From an optimization exercise on the open Yosys and OpenROAD flow, aimed at small area and a short achievable clock period; shortcuts taken in it are not production practice. The RTL was checked by simulation tests, not by an equivalence proof against the original design. Power and IR drop assume default switching activity.

## MAC
module MAC(
	clk,
	rst_n,
	in_valid,
	in_mode,
	in_act,
	in_wgt,
	out_act_idx,
	out_wgt_idx,
	out_idx,
	out_valid,
	out_data,
	out_finish
);
input clk, rst_n, in_valid, in_mode;
input [0:7][3:0] in_act;
input [0:8][3:0] in_wgt;
output logic [3:0] out_act_idx, out_wgt_idx, out_idx;
output logic out_valid, out_finish;
output logic [0:7][11:0] out_data;
logic cs, mode;
logic [3:0] cnt;
logic [2:0] out_cnt;
assign out_act_idx = cnt;
assign out_cnt = mode ? (cnt[2:0] - 3'd2) : cnt[2:0];
always @(posedge clk or negedge rst_n) begin
	if (!rst_n) out_wgt_idx <= 4'd1;
	else out_wgt_idx <= in_valid ? 4'd1 : cnt + 4'd2;
end
always @(posedge clk or negedge rst_n) begin
	if (!rst_n) begin
		cs <= 1'b0;
		mode <= 1'b0;
		cnt <= 4'd0;
		out_valid <= 1'b0;
		out_finish <= 1'b0;
	end else begin
		if (in_valid) cs <= 1'b1;
		else if (out_finish) cs <= 1'b0;
		if (in_valid) mode <= in_mode;
		cnt <= in_valid ? 4'd0 : cnt + 4'd1;
		out_valid <= !in_valid && cs && (mode ? (cnt >= 4'd2 && cnt <= 4'd9) : cnt[3]);
		out_finish <= out_valid && (out_cnt == 3'd7);
	end
end
always @(posedge clk) begin
	out_idx <= {~mode, out_cnt};
end
logic mode_nx, pad_top, pad_bot;
assign mode_nx = in_valid ? in_mode : mode;    
assign pad_top = mode_nx & (cnt == 4'd1);
assign pad_bot = mode_nx & (cnt == 4'd8);
logic [0:7][3:0] wr;
always @(posedge clk) begin
	for (integer x = 0; x < 8; x = x + 1) begin
		if ((x < 3 && pad_top) || (x >= 6 && pad_bot)) wr[x] <= 4'hf;
		else wr[x] <= ~in_wgt[x];
	end
end
logic csel;
assign csel = mode;
wire [0:7][3:0] act_n = ~in_act;
logic [0:8][3:0] a0;    
logic [0:8][3:0] a1;    
logic [0:8][3:0] a2;    
logic [0:8][3:0] a3;    
logic [0:8][3:0] a4;    
logic [0:8][3:0] a5;    
logic [0:8][3:0] a6;    
logic [0:8][3:0] a7;    
wire ld0 = csel | (cnt == 4'd0);
always @(posedge clk) begin
	if (ld0) a0[0] <= csel ? act_n[1] : act_n[0];
	if (ld0) a0[1] <= csel ? a0[4] : act_n[1];
  ...
clock: 8.4 ns
lec_check: 0
cap_margin: 20
core_margin: 2
core_utilization: 40
cts_buf_list: sky130_fd_sc_hd__clkbuf_8
setup_slack_margin: 3.8
slew_margin: 20
standard.sh (not shown) runs the stock make flow with config.mk's settings and CLKGATE_MAP_FILE= SYNTH_SCRIPT=/design/flow/synth_recipe.tcl, a recipe that flattens the netlist after the stock synthesis.
==> flow/flow/run.sh <==
#!/bin/bash
# Layout flow: the standard flow, except that synthesis skips Yosys's early
# "abc -fast" pass (SYNTH_ARGS=-noabc), so the full adders the RTL spells out
# map to full-adder cells without inverters between them. The registers keep
# the standard synthesis's instance names and cell types: the standard
# synthesis is run first for reference, and if the two differ in anything but
# the names, its netlist is used unchanged. Ports are buffered with buf_2 rather
# than the delay cell buffer_ports picks by default. Each step logs to a file here.
set -u
RES=$PWD/orfs/results/$FLOW_PLATFORM/MAC/base

bash standard.sh synth > 1_synth_standard.log 2>&1 || exit 1
cp "$RES/1_2_yosys.v" standard_netlist.v

bash standard.sh clean_synth > 1_clean.log 2>&1
if SYNTH_ARGS=-noabc bash standard.sh "$RES/1_2_yosys.v" > 1_synth_noabc.log 2>&1 &&
   python3 flow/match_regs.py standard_netlist.v "$RES/1_2_yosys.v" > 1_match_regs.log 2>&1; then
  echo "using the netlist synthesized without the early ABC pass" >> 1_match_regs.log
else
  echo "falling back to the standard netlist" >> 1_match_regs.log
  bash standard.sh clean_synth >> 1_clean.log 2>&1
  bash standard.sh synth > 1_synth_standard2.log 2>&1 || exit 1
fi

export BUFFER_PORTS_ARGS="-buffer_cell sky130_fd_sc_hd__buf_2"
bash standard.sh > 2_layout.log 2>&1
Other scripts of this flow, unchanged in this note and not shown: flow/flow/match_regs.py
Then changed:
PLACE_DENSITY = 0.7   (was not set)
SETUP_SLACK_MARGIN = 4.0   (was 3.8)
=>
- setup slack gets better by 120 ps
- maximum frequency rose by 2.8%
- utilization rises by 0.85 points
- cell count went up by 1.0%
- die area is unchanged
- register-to-register slack improved by 120 ps
- final area is higher by 1.9%
- routed wire length grows by 4.6%
- clock skew barely changes
- flip-flop and latch count is unchanged
- power goes down by 0.42%
Then changed:
CTS_BUF_LIST = not set   (was sky130_fd_sc_hd__clkbuf_8)
PLACE_DENSITY = not set   (was 0.7)
After rerunning: Core utilization goes up by 0.30 points. Wire length rises by 1.2%. Worst setup slack gets better by 81 ps. Cell area goes up by 0.66%. Critical path depth does not change. Final cell count is lower by 0.81%. Area after synthesis is unchanged.

* * *

exp/umber:
MAC again, from the RTL that the note above started with.
clock: 8.4 ns
lec_check: 0
cap_margin: 20
core_margin: 2
core_utilization: 40
cts_cluster_diameter: 150
cts_cluster_size: 20
setup_slack_margin: 4.0
slew_margin: 20
==> flow/flow/match_regs.py <==
#!/usr/bin/env python3
"""Give the registers of a netlist the instance names of a reference netlist.

usage: match_regs.py REF.v NET.v

Both netlists come from the same RTL; register instance names have the form
<register bit>$<Yosys flip-flop type>, and the type part can differ between two
syntheses (an enable or reset absorbed with the other polarity). Each register
of NET.v is renamed to the reference register with the same register bit. NET.v
is rewritten only if both hold the same register bits in the same cell types;
otherwise the script exits with status 1 and leaves NET.v alone.
"""
import re
import sys

INST = re.compile(r'^(\s*)(sky130_fd_sc_hd__\w+)(\s+)(\S+)(\s*\()')
SEQ = re.compile(r'sky130_fd_sc_hd__(df|edf|sdf|dl)')


def regs(lines):
    found = {}
    for k, line in enumerate(lines):
        m = INST.match(line)
        if not m or not SEQ.match(m.group(2)):
            continue
        name = m.group(4)
        plain = name[1:] if name.startswith('\\') else name
        cut = plain.rfind('$_')
        base = plain[:cut] if cut >= 0 else plain
        if base in found:
            raise SystemExit(f"two registers share the bit name {base}")
        found[base] = (m.group(2), name, k)
    return found


def main():
    ref_lines = open(sys.argv[1]).read().split('\n')
    net_lines = open(sys.argv[2]).read().split('\n')
    ref, net = regs(ref_lines), regs(net_lines)
    if set(ref) != set(net):
        print("register bits differ:", sorted(set(ref) ^ set(net))[:20])
        return 1
    bad = [b for b in ref if ref[b][0] != net[b][0]]
    if bad:
        print("cell types differ:", [(b, ref[b][0], net[b][0]) for b in bad[:20]])
        return 1
    renamed = 0
    for b, (cell, name, k) in net.items():
        new = ref[b][1]
        if new != name:
            m = INST.match(net_lines[k])
            net_lines[k] = m.group(1) + cell + m.group(3) + new + \
                (' ' if new.startswith('\\') and not m.group(5).startswith(' ') else '') + \
                m.group(5) + net_lines[k][m.end():]
            renamed += 1
    open(sys.argv[2], 'w').write('\n'.join(net_lines))
    print(f"{len(net)} registers, {renamed} renamed")
    return 0


if __name__ == '__main__':
    sys.exit(main())
Scripts as last shown in full above: flow/flow/run.sh
The flow did not stop early for exp/umber: all stages ran, and the layout cleared the timing, design-rule and antenna checks.
## Diff of input files: exp/xenon against exp/umber
--- a/flow/config.mk
+++ b/flow/config.mk
@@ -7,0 +8 @@
+export ABC_AREA = 1
@@ -11,2 +12 @@
-export CTS_CLUSTER_DIAMETER = 150
-export CTS_CLUSTER_SIZE = 20
+export CTS_BUF_LIST = sky130_fd_sc_hd__clkbuf_8
- The final reports for exp/xenon and exp/umber show clock-pin slew reported for the worst setup and hold paths after clock tree synthesis lower in the former.
- [exp/xenon] internal power rose 7.8% relative to exp/umber
- | data arrival at the endpoint of the critical path | exp/xenon vs exp/umber | 70 ps higher |
- Looking at maximum level of the CTS H-tree, exp/xenon sits above exp/umber.
- Power consumption in exp/xenon is 7.0% higher than in exp/umber
- Cmp exp/umber and exp/xenon / area added between synthesis and finish / lower: exp/umber
- Area fraction of clock buffers and clock inverters (lower): exp/umber
- Compared with exp/umber, exp/xenon shows a cell area that is 1500 um2 higher.
- Higher utilization after layout among exp/umber and exp/xenon: exp/xenon
- When exp/xenon is set beside exp/umber, its period utilization turns out to be 0.46 points larger.
#### Input delta (exp/onyx over exp/xenon)
--- a/flow/config.mk
+++ b/flow/config.mk
@@ -8 +7,0 @@
-export ABC_AREA = 1
@@ -12,2 +11,3 @@
-export CTS_BUF_LIST = sky130_fd_sc_hd__clkbuf_8
-export SETUP_SLACK_MARGIN = 4.0
+export CTS_CLUSTER_DIAMETER = 150
+export CTS_CLUSTER_SIZE = 20
+export SETUP_SLACK_MARGIN = 4.2
Notes after the runs:
- Status | exp/xenon and exp/onyx | clean
- Going from exp/xenon to exp/onyx, post-layout total power went down by 0.00065 W, sequential portion of the cell area went down by 0.66 points, total number of multi-input combinational cells went down by 211.

afterwards: timing with drivers on the ports:
In the flow no input, the clock included, has a driving cell. The finished layouts below were timed again as built, in two steps.
Step 1 sets driving cells, clkbuf_16 on the clock port and buf_2 on the other inputs (assumed; they add their load-dependent delay and slew).
Step 2 adds t to the input delays and takes it off the output delays; t is the mean of the earliest and latest rising clock arrival at the registers after step 1. Input paths then give back, and output paths get back, about the clock's delay inside the block.
Slacks: ideal ports / drivers / drivers and shift; pairs: ideal ports / drivers.
run	t, ns	slack for setup (ns)	slew at the worst register clock pin (ns)	pins driven straight from the clock port
the first run of note 1	0.780	3.856 / 3.856 / 3.856	0.07 / 0.07	1
the second run of note 1	0.772	3.980 / 3.980 / 3.980	0.07 / 0.07	1
the third run of note 1	0.710	4.061 / 4.061 / 4.061	0.07 / 0.07	1
exp/umber	0.691	4.058 / 4.058 / 4.058	0.11 / 0.11	1
exp/xenon	0.776	4.019 / 4.019 / 4.019	0.07 / 0.07	1
exp/onyx	0.694	4.183 / 4.183 / 4.183	0.10 / 0.10	1
After both steps setup and hold are still met in every run listed.
